This design comes from an exercise in tuning for small area, a short achievable clock period and few clock cycles per item on the open sky130 flow, not from production work. In this exercise RTL edits were held to simulation tests only and were not proved equivalent to the original. Power and IR drop assume default switching activity.

## v39
// cnn_top
module cnn_top(
    input clk,
    input reset,
    input start,
    output [9:0] img_addr,
    input  [7:0] img_pixel,
    output reg prediction,
    output reg done,
    output signed [31:0] score0,
    output signed [31:0] score1
);
Size: roughly 2600 cells after synthesis, roughly 87 I/O pins, roughly 22000 um^2 of cells after synthesis.
export LEC_CHECK = 0
export ABC_AREA = 1
export CAP_MARGIN = 20
export CORE_MARGIN = 2
export CORE_UTILIZATION = 30
export PLACE_DENSITY = 0.5
export SLEW_MARGIN = 20
export SYNTH_MEMORY_MAX_BITS = 65536
create_clock -name core_clock -period 16.0 [get_ports {clk}]
standard.sh (not shown) runs the stock make flow with config.mk's settings and CLKGATE_MAP_FILE= SYNTH_SCRIPT=/design/flow/synth_recipe.tcl, a recipe that flattens the netlist after the stock synthesis.
==> flow/flow/run.sh <==
#!/bin/bash
bash standard.sh SETUP_SLACK_MARGIN=11.7 \
  "CTS_ARGS=-sink_clustering_enable -repair_clock_nets -buf_list sky130_fd_sc_hd__clkbuf_8 -root_buf sky130_fd_sc_hd__clkbuf_16 -dont_use_dummy_load" \
  finish > standard.log 2>&1
Testbench counts of v39, summed over its fixed seeds: cycles 32,832, items 36.
The following lists how v28 was set up differently from v39:
==> flow/flow/run.sh <==
#!/bin/bash
bash standard.sh SETUP_SLACK_MARGIN=12.25 finish > standard.log 2>&1
Results
- [compare] base=v39 new=v28: multi-input gate area in the final layout went up 0.96%; maximum clock frequency went down about 1%; routed wire length went up about 2.7%.
- v39 was smaller in final cell area than v28.
- Number of fill cells: v39 and v28 compared, lower one is v28
- For the first-pass GRT wire length, v28 came in 1.7% higher than v39 did.
- Proportion of cell area occupied by multi-input gates on v28 is down relative to v39.
- Re post-synthesis average cell area: no difference whatsoever between v39 and v28.
- Combinational power: v28 > v39
- Of v39 and v28, the lower via count belongs to v39.
- v39 and v28 ended up with nearly the same register clock-pin slew on the reported worst setup and hold paths.
Setup changes, v28 to v34
==> flow/run.sh (new file) <==
#!/bin/bash
# synth_recipe.tcl (not shown) runs the flow's synth.tcl, then flattens the netlist and writes it again
# the make line also repeats each setting of config.mk as NAME=value (left out here)
make -C /OpenROAD-flow-scripts/flow DESIGN_CONFIG=/design/flow/config.mk WORK_HOME=/design/flow/orfs CLKGATE_MAP_FILE= SYNTH_SCRIPT=/design/flow/synth_recipe.tcl finish
removed: flow/flow/run.sh
removed: flow/standard.sh
Notes after the runs:
Changes observed in v34 relative to v28: clock share of power has decreased, final worst hold slack picked up an extra 0.0055 ns, non-clock buffer count -43%, floorplan die area held steady, worst-skew pair later-pin latency fell 0.02 ns.
Going from v28 to v34, sequential cell area share climbed 1.0 points; number of fill cells +69.
[inputs] v41 vs v34
==> flow/flow/run.sh (new file) <==
#!/bin/bash
# Standard layout with two changes:
#  - synthesis is the standard flow's own script (synth_recipe.tcl) with only the ABC
#    mapping script replaced by flow/abc_map.script (area-oriented mapping);
#    registers are untouched by ABC;
#  - timing repair aims below the clock period: the resizer works on every
#    path with less than 11.7 ns of slack at the design's 16 ns clock.
# Full tool output goes to standard.log (and ORFS's logs under orfs/logs).
W=$PWD
cat > $W/my_synth.tcl <<EOT
proc abc {args} {
  set i [lsearch \$args -script]
  if {\$i >= 0} { lset args [expr {\$i + 1}] $W/flow/abc_map.script }
  yosys abc {*}\$args
}
source $W/synth_recipe.tcl
EOT
bash standard.sh SYNTH_SCRIPT=$W/my_synth.tcl SETUP_SLACK_MARGIN=11.7 finish > standard.log 2>&1
==> flow/flow/abc_map.script (new file) <==
&get -n
&st
&dch -f
&nf -R 1000
&put
topo
==> flow/standard.sh (new file) <==
#!/bin/bash
# synth_recipe.tcl (not shown) runs the flow's synth.tcl, then flattens the netlist and writes it again
# the make line also repeats each setting of config.mk as NAME=value (left out here)
make -C /OpenROAD-flow-scripts/flow DESIGN_CONFIG=/design/flow/config.mk WORK_HOME=/design/flow/orfs CLKGATE_MAP_FILE= SYNTH_SCRIPT=/design/flow/synth_recipe.tcl "${@:-finish}"
removed: flow/run.sh
==> notes.md <==
Looking at the reports, v41 completed the entire flow and the layout it produced met the timing, DRC and antenna checks.
Top layer reached by signal wires = met5: v41; top layer reached by signal wires = met4: v34
Diff v34 -> v41: portion of total power attributed to the clock network has increased, cell total after placement has decreased, post-cts gate resize count has increased, wire length has decreased, post-route standard cell area excluding fillers has remained practically unchanged.
v34 has a lower total of plain and repair buffers excluding clock buffers than v41.
Input changes introduced in v31 (baseline for comparison: v41):
==> flow/flow/run.sh <==
#!/bin/bash
bash standard.sh SETUP_SLACK_MARGIN=12.0 finish > standard.log 2>&1
removed: flow/flow/abc_map.script
Notes after the runs:
v31 finished every stage and its layout cleared the timing, DRC and antenna checks.
Of the two values seen for critical-path cell with the highest stage delay, sky130_fd_sc_hd__dfrtp_1 was produced by v31 and sky130_fd_sc_hd__edfxtp_1 by v41.
[compare] base=v41 new=v31: layout overhead on the synthesized area went down 3.4 points; register-to-register slack up 0.21 ns; global-route usage lost 0.82 points; placed wire-length estimate climbed 2.4%; clock tree cell share of total cell area went down 0.92 points.
Between v31 and v41, count of clock-buffer cells in the layout is lower for v31, v41 comes in above that.
Final critical-path required period, v31 and v41, lower one = v31.
v31 vs. v41: die area up 5.3%; post-synth net total has increased; final area went up about 2.4%.

* * *

Starting RTL as in the previous note.
clock: 16.0 ns
lec_check: 0
abc_area: 1
cap_margin: 20
core_margin: 2
core_utilization: 30
place_density: 0.5
slew_margin: 20
synth_memory_max_bits: 65536
==> flow/flow/run.sh <==
#!/bin/bash
bash standard.sh SETUP_SLACK_MARGIN=11.7 finish > standard.log 2>&1
The first run completed without violations.
Testbench counts at the start, summed over its fixed seeds: cycles 32,832, items 36.
Then changed:
==> flow/flow/run.sh (replaced) <==
#!/bin/bash
bash standard.sh SETUP_SLACK_MARGIN=11.7 \
  "CTS_ARGS=-sink_clustering_enable -repair_clock_nets -buf_list sky130_fd_sc_hd__clkbuf_4 -dont_use_dummy_load" \
  finish > standard.log 2>&1
The changed run completed with no timing, DRC or antenna violations.
Sequential power is about the same.
Clock power drops by a quarter to a third.
First-iteration DRC count goes up by a few percent.

* * *

== main ==
cnn_top, a different RTL version from the one above (not shown whole).
For scale: about 2,400 cells after synthesis.
==> flow/config.mk <==
export PLATFORM = sky130hd
export DESIGN_NAME = cnn_top
export DESIGN_NICKNAME = cnn_top
export VERILOG_FILES = /design/flow/design.v
export SDC_FILE = /design/flow/constraint.sdc
export NUM_CORES = 8
export LEC_CHECK = 0
export ABC_AREA = 1
export CAP_MARGIN = 20
export CORE_MARGIN = 2
export CORE_UTILIZATION = 40
export PLACE_DENSITY = 0.6
export SLEW_MARGIN = 20
export SYNTH_MEMORY_MAX_BITS = 65536
==> flow/constraint.sdc <==
create_clock -name core_clock -period 16.0 [get_ports {clk}]
set_input_delay 3.2000 -clock core_clock [delete_from_list [all_inputs] [get_ports {clk}]]
set_output_delay 3.2000 -clock core_clock [all_outputs]
set_load 0.01 [all_outputs]
==> flow/flow/run.sh <==
#!/bin/bash
# The standard layout (standard.sh) with these make settings:
#  - timing repair aimed below the clock period: the resizer works on every
#    path with less than 11.7 ns of slack at the design's 16 ns clock;
#  - a clock tree without dummy loads: clkbuf_8 buffers, clusters of up to 18 sinks;
#  - half-adder cells added to the platform's don't-use list, so synthesis
#    extracts only full adders.
# Full tool output goes to standard.log (and ORFS's logs under orfs/logs).
bash standard.sh SETUP_SLACK_MARGIN=11.7 \
  "CTS_ARGS=-sink_clustering_enable -repair_clock_nets -dont_use_dummy_load -buf_list {sky130_fd_sc_hd__clkbuf_4 sky130_fd_sc_hd__clkbuf_8} -root_buf sky130_fd_sc_hd__clkbuf_16 -sink_clustering_size 18 -sink_clustering_max_diameter 60" \
  "DONT_USE_CELLS=sky130_fd_sc_hd__probe_p_8 sky130_fd_sc_hd__probec_p_8 sky130_fd_sc_hd__lpflow_bleeder_1 sky130_fd_sc_hd__lpflow_clkbufkapwr_1 sky130_fd_sc_hd__lpflow_clkbufkapwr_16 sky130_fd_sc_hd__lpflow_clkbufkapwr_2 sky130_fd_sc_hd__lpflow_clkbufkapwr_4 sky130_fd_sc_hd__lpflow_clkbufkapwr_8 sky130_fd_sc_hd__lpflow_clkinvkapwr_1 sky130_fd_sc_hd__lpflow_clkinvkapwr_16 sky130_fd_sc_hd__lpflow_clkinvkapwr_2 sky130_fd_sc_hd__lpflow_clkinvkapwr_4 sky130_fd_sc_hd__lpflow_clkinvkapwr_8 sky130_fd_sc_hd__lpflow_decapkapwr_12 sky130_fd_sc_hd__lpflow_decapkapwr_3 sky130_fd_sc_hd__lpflow_decapkapwr_4 sky130_fd_sc_hd__lpflow_decapkapwr_6 sky130_fd_sc_hd__lpflow_decapkapwr_8 sky130_fd_sc_hd__lpflow_inputiso0n_1 sky130_fd_sc_hd__lpflow_inputiso0p_1 sky130_fd_sc_hd__lpflow_inputiso1n_1 sky130_fd_sc_hd__lpflow_inputiso1p_1 sky130_fd_sc_hd__lpflow_inputisolatch_1 sky130_fd_sc_hd__lpflow_isobufsrc_1 sky130_fd_sc_hd__lpflow_isobufsrc_16 sky130_fd_sc_hd__lpflow_isobufsrc_2 sky130_fd_sc_hd__lpflow_isobufsrc_4 sky130_fd_sc_hd__lpflow_isobufsrc_8 sky130_fd_sc_hd__lpflow_isobufsrckapwr_16 sky130_fd_sc_hd__lpflow_lsbuf_lh_hl_isowell_tap_1 sky130_fd_sc_hd__lpflow_lsbuf_lh_hl_isowell_tap_2 sky130_fd_sc_hd__lpflow_lsbuf_lh_hl_isowell_tap_4 sky130_fd_sc_hd__lpflow_lsbuf_lh_isowell_4 sky130_fd_sc_hd__lpflow_lsbuf_lh_isowell_tap_1 sky130_fd_sc_hd__lpflow_lsbuf_lh_isowell_tap_2 sky130_fd_sc_hd__lpflow_lsbuf_lh_isowell_tap_4 sky130_fd_sc_hd__ha_1 sky130_fd_sc_hd__ha_2 sky130_fd_sc_hd__ha_4" \
  finish > standard.log 2>&1
Testbench counts of main, summed over its fixed seeds: cycles 32,796, items 36.
The following lists how the feature branch was set up differently from main:
==> flow/flow/run.sh <==
#!/bin/bash
# The standard layout (standard.sh) with these make settings:
#  - timing repair aimed below the clock period: the resizer works on every
#    path with less than 11.7 ns of slack at the design's 16 ns clock;
#  - a clock tree without dummy loads: clkbuf_8 buffers, clusters of up to 18 sinks;
#  - half-adder cells added to the platform's don't-use list, so synthesis
#    extracts only full adders.
# Full tool output goes to standard.log (and ORFS's logs under orfs/logs).
bash standard.sh SETUP_SLACK_MARGIN=11.7 \
  "CTS_ARGS=-sink_clustering_enable -repair_clock_nets -dont_use_dummy_load -buf_list sky130_fd_sc_hd__clkbuf_8 -root_buf sky130_fd_sc_hd__clkbuf_16 -sink_clustering_size 18 -sink_clustering_max_diameter 60" \
  "DONT_USE_CELLS=sky130_fd_sc_hd__probe_p_8 sky130_fd_sc_hd__probec_p_8 sky130_fd_sc_hd__lpflow_bleeder_1 sky130_fd_sc_hd__lpflow_clkbufkapwr_1 sky130_fd_sc_hd__lpflow_clkbufkapwr_16 sky130_fd_sc_hd__lpflow_clkbufkapwr_2 sky130_fd_sc_hd__lpflow_clkbufkapwr_4 sky130_fd_sc_hd__lpflow_clkbufkapwr_8 sky130_fd_sc_hd__lpflow_clkinvkapwr_1 sky130_fd_sc_hd__lpflow_clkinvkapwr_16 sky130_fd_sc_hd__lpflow_clkinvkapwr_2 sky130_fd_sc_hd__lpflow_clkinvkapwr_4 sky130_fd_sc_hd__lpflow_clkinvkapwr_8 sky130_fd_sc_hd__lpflow_decapkapwr_12 sky130_fd_sc_hd__lpflow_decapkapwr_3 sky130_fd_sc_hd__lpflow_decapkapwr_4 sky130_fd_sc_hd__lpflow_decapkapwr_6 sky130_fd_sc_hd__lpflow_decapkapwr_8 sky130_fd_sc_hd__lpflow_inputiso0n_1 sky130_fd_sc_hd__lpflow_inputiso0p_1 sky130_fd_sc_hd__lpflow_inputiso1n_1 sky130_fd_sc_hd__lpflow_inputiso1p_1 sky130_fd_sc_hd__lpflow_inputisolatch_1 sky130_fd_sc_hd__lpflow_isobufsrc_1 sky130_fd_sc_hd__lpflow_isobufsrc_16 sky130_fd_sc_hd__lpflow_isobufsrc_2 sky130_fd_sc_hd__lpflow_isobufsrc_4 sky130_fd_sc_hd__lpflow_isobufsrc_8 sky130_fd_sc_hd__lpflow_isobufsrckapwr_16 sky130_fd_sc_hd__lpflow_lsbuf_lh_hl_isowell_tap_1 sky130_fd_sc_hd__lpflow_lsbuf_lh_hl_isowell_tap_2 sky130_fd_sc_hd__lpflow_lsbuf_lh_hl_isowell_tap_4 sky130_fd_sc_hd__lpflow_lsbuf_lh_isowell_4 sky130_fd_sc_hd__lpflow_lsbuf_lh_isowell_tap_1 sky130_fd_sc_hd__lpflow_lsbuf_lh_isowell_tap_2 sky130_fd_sc_hd__lpflow_lsbuf_lh_isowell_tap_4 sky130_fd_sc_hd__ha_1 sky130_fd_sc_hd__ha_2 sky130_fd_sc_hd__ha_4" \
  finish > standard.log 2>&1
==> comparison <==
Diff main..the feature branch | met2 track utilization from global routing | unchanged. Diff main..the feature branch | layout buffering overhead excluding clock cells | unchanged. Detail-routed via count per cell: main vs the feature branch identical.

* * *

rev 12:
Another version of the RTL of cnn_top (not shown whole).
Size: roughly 2400 cells after synthesis, ~420 flip-flops, ~0.021 mm2 of cells after synthesis.
// cnn_top
module cnn_top(
    input clk,
    input reset,
    input start,
    output [9:0] img_addr,
    input  [7:0] img_pixel,
    output reg prediction,
    output reg done,
    output signed [31:0] score0,
    output signed [31:0] score1
);
Settings: LEC_CHECK=0, ABC_AREA=1, CAP_MARGIN=20, CORE_MARGIN=2, CORE_UTILIZATION=40, PLACE_DENSITY=0.6, SLEW_MARGIN=20, SYNTH_MEMORY_MAX_BITS=65536; clock period 16.0 ns.
==> flow/flow/run.sh <==
#!/bin/bash
# The standard layout (standard.sh) with these make settings:
#  - timing repair aimed below the clock period: the resizer works on every
#    path with less than 11.6 ns of slack at the design's 16 ns clock;
#  - a clock tree without dummy loads: clkbuf_8 buffers, clusters of up to 18 sinks;
#  - half-adder cells added to the platform's don't-use list, so synthesis
#    extracts only full adders.
# Full tool output goes to standard.log (and ORFS's logs under orfs/logs).
bash standard.sh SETUP_SLACK_MARGIN=11.6 \
  "CTS_ARGS=-sink_clustering_enable -repair_clock_nets -dont_use_dummy_load -buf_list sky130_fd_sc_hd__clkbuf_8 -root_buf sky130_fd_sc_hd__clkbuf_16 -sink_clustering_size 18 -sink_clustering_max_diameter 60" \
  "DONT_USE_CELLS=sky130_fd_sc_hd__probe_p_8 sky130_fd_sc_hd__probec_p_8 sky130_fd_sc_hd__lpflow_bleeder_1 sky130_fd_sc_hd__lpflow_clkbufkapwr_1 sky130_fd_sc_hd__lpflow_clkbufkapwr_16 sky130_fd_sc_hd__lpflow_clkbufkapwr_2 sky130_fd_sc_hd__lpflow_clkbufkapwr_4 sky130_fd_sc_hd__lpflow_clkbufkapwr_8 sky130_fd_sc_hd__lpflow_clkinvkapwr_1 sky130_fd_sc_hd__lpflow_clkinvkapwr_16 sky130_fd_sc_hd__lpflow_clkinvkapwr_2 sky130_fd_sc_hd__lpflow_clkinvkapwr_4 sky130_fd_sc_hd__lpflow_clkinvkapwr_8 sky130_fd_sc_hd__lpflow_decapkapwr_12 sky130_fd_sc_hd__lpflow_decapkapwr_3 sky130_fd_sc_hd__lpflow_decapkapwr_4 sky130_fd_sc_hd__lpflow_decapkapwr_6 sky130_fd_sc_hd__lpflow_decapkapwr_8 sky130_fd_sc_hd__lpflow_inputiso0n_1 sky130_fd_sc_hd__lpflow_inputiso0p_1 sky130_fd_sc_hd__lpflow_inputiso1n_1 sky130_fd_sc_hd__lpflow_inputiso1p_1 sky130_fd_sc_hd__lpflow_inputisolatch_1 sky130_fd_sc_hd__lpflow_isobufsrc_1 sky130_fd_sc_hd__lpflow_isobufsrc_16 sky130_fd_sc_hd__lpflow_isobufsrc_2 sky130_fd_sc_hd__lpflow_isobufsrc_4 sky130_fd_sc_hd__lpflow_isobufsrc_8 sky130_fd_sc_hd__lpflow_isobufsrckapwr_16 sky130_fd_sc_hd__lpflow_lsbuf_lh_hl_isowell_tap_1 sky130_fd_sc_hd__lpflow_lsbuf_lh_hl_isowell_tap_2 sky130_fd_sc_hd__lpflow_lsbuf_lh_hl_isowell_tap_4 sky130_fd_sc_hd__lpflow_lsbuf_lh_isowell_4 sky130_fd_sc_hd__lpflow_lsbuf_lh_isowell_tap_1 sky130_fd_sc_hd__lpflow_lsbuf_lh_isowell_tap_2 sky130_fd_sc_hd__lpflow_lsbuf_lh_isowell_tap_4 sky130_fd_sc_hd__ha_1 sky130_fd_sc_hd__ha_2 sky130_fd_sc_hd__ha_4" \
  finish > standard.log 2>&1
Rev 12: full flow OK, the timing, DRC and antenna checks passed
Testbench counts of rev 12, summed over its fixed seeds: cycles 32,760, items 36.
Setup changes, rev 12 to rev 13
--- a/flow/flow/run.sh
+++ b/flow/flow/run.sh
@@ -3,3 +3,3 @@
 #  - timing repair aimed below the clock period: the resizer works on every
-#    path with less than 11.6 ns of slack at the design's 16 ns clock;
+#    path with less than 11.75 ns of slack at the design's 16 ns clock;
 #  - a clock tree without dummy loads: clkbuf_8 buffers, clusters of up to 18 sinks;
@@ -8,3 +8,3 @@
 # Full tool output goes to standard.log (and ORFS's logs under orfs/logs).
-bash standard.sh SETUP_SLACK_MARGIN=11.6 \
+bash standard.sh SETUP_SLACK_MARGIN=11.75 \
   "CTS_ARGS=-sink_clustering_enable -repair_clock_nets -dont_use_dummy_load -buf_list sky130_fd_sc_hd__clkbuf_8 -root_buf sky130_fd_sc_hd__clkbuf_16 -sink_clustering_size 18 -sink_clustering_max_diameter 60" \
### Flow results
Going from rev 12 to rev 13, met2 wire length moved up, worst setup slack moved up, power moved up, part of the power in the clock network moved down, met1 routing resource usage after global routing level.
Of the two values seen for master of the slowest instance on the critical path, sky130_fd_sc_hd__dfxtp_2 was produced by rev 12 and sky130_fd_sc_hd__dfxtp_4 by rev 13.
Rev 13 ends up with a cell area that is about 1.6% higher than in rev 12.

==> port drivers added, routing unchanged <==
Ports are ideal in the flow. The routed layouts listed here were re-timed in OpenROAD. Step 1: set_driving_cell puts a clkbuf_16 on clk and a buf_2 on each other input, an assumption about the parent block. Step 2 times the ports against the registers' clock, not the clock port: input delays grow and output delays shrink by t, the midpoint of the rising clock arrivals with the driver on. Slacks: ideal ports / drivers / drivers and shift; pairs: ideal ports / drivers.
| run | t, ns | setup slack, ns | worst setup path at the end | latest minus earliest clock arrival (ns) |
|---|---|---|---|---|
| v39 | 0.567 | 11.742 / 11.687 / 11.621 | input, reset recovery | 0.046 / 0.047 |
| v28 | 0.613 | 11.697 / 11.644 / 11.782 | input to register | 0.018 / 0.019 |
| v34 | 0.603 | 11.184 / 11.130 / 11.645 | input, reset recovery | 0.011 / 0.010 |
| v41 | 0.633 | 11.548 / 11.487 / 11.639 | input to register | 0.026 / 0.025 |
| v31 | 0.603 | 11.706 / 11.652 / 11.715 | input to register | 0.011 / 0.010 |
| the first run of note 2 | 0.602 | 11.704 / 11.651 / 11.643 | input, reset recovery | 0.011 / 0.010 |
| the second run of note 2 | 0.771 | 11.505 / 11.454 / 11.594 | input, reset recovery | 0.095 / 0.094 |
| main | 0.564 | 11.748 / 11.691 / 11.806 | register to register | 0.073 / 0.073 |
| the feature branch | 0.564 | 11.748 / 11.691 / 11.806 | register to register | 0.073 / 0.073 |
| rev 12 | 0.560 | 11.642 / 11.581 / 11.845 | register to register | 0.096 / 0.097 |
| rev 13 | 0.563 | 11.719 / 11.658 / 11.819 | register to register | 0.097 / 0.098 |
After both steps every run listed still meets setup and hold. The setup slack of v39, which loses most, moves by -0.055 ns with the drivers and by -0.121 ns with both steps. The worst setup slack also covers recovery checks on asynchronous resets.
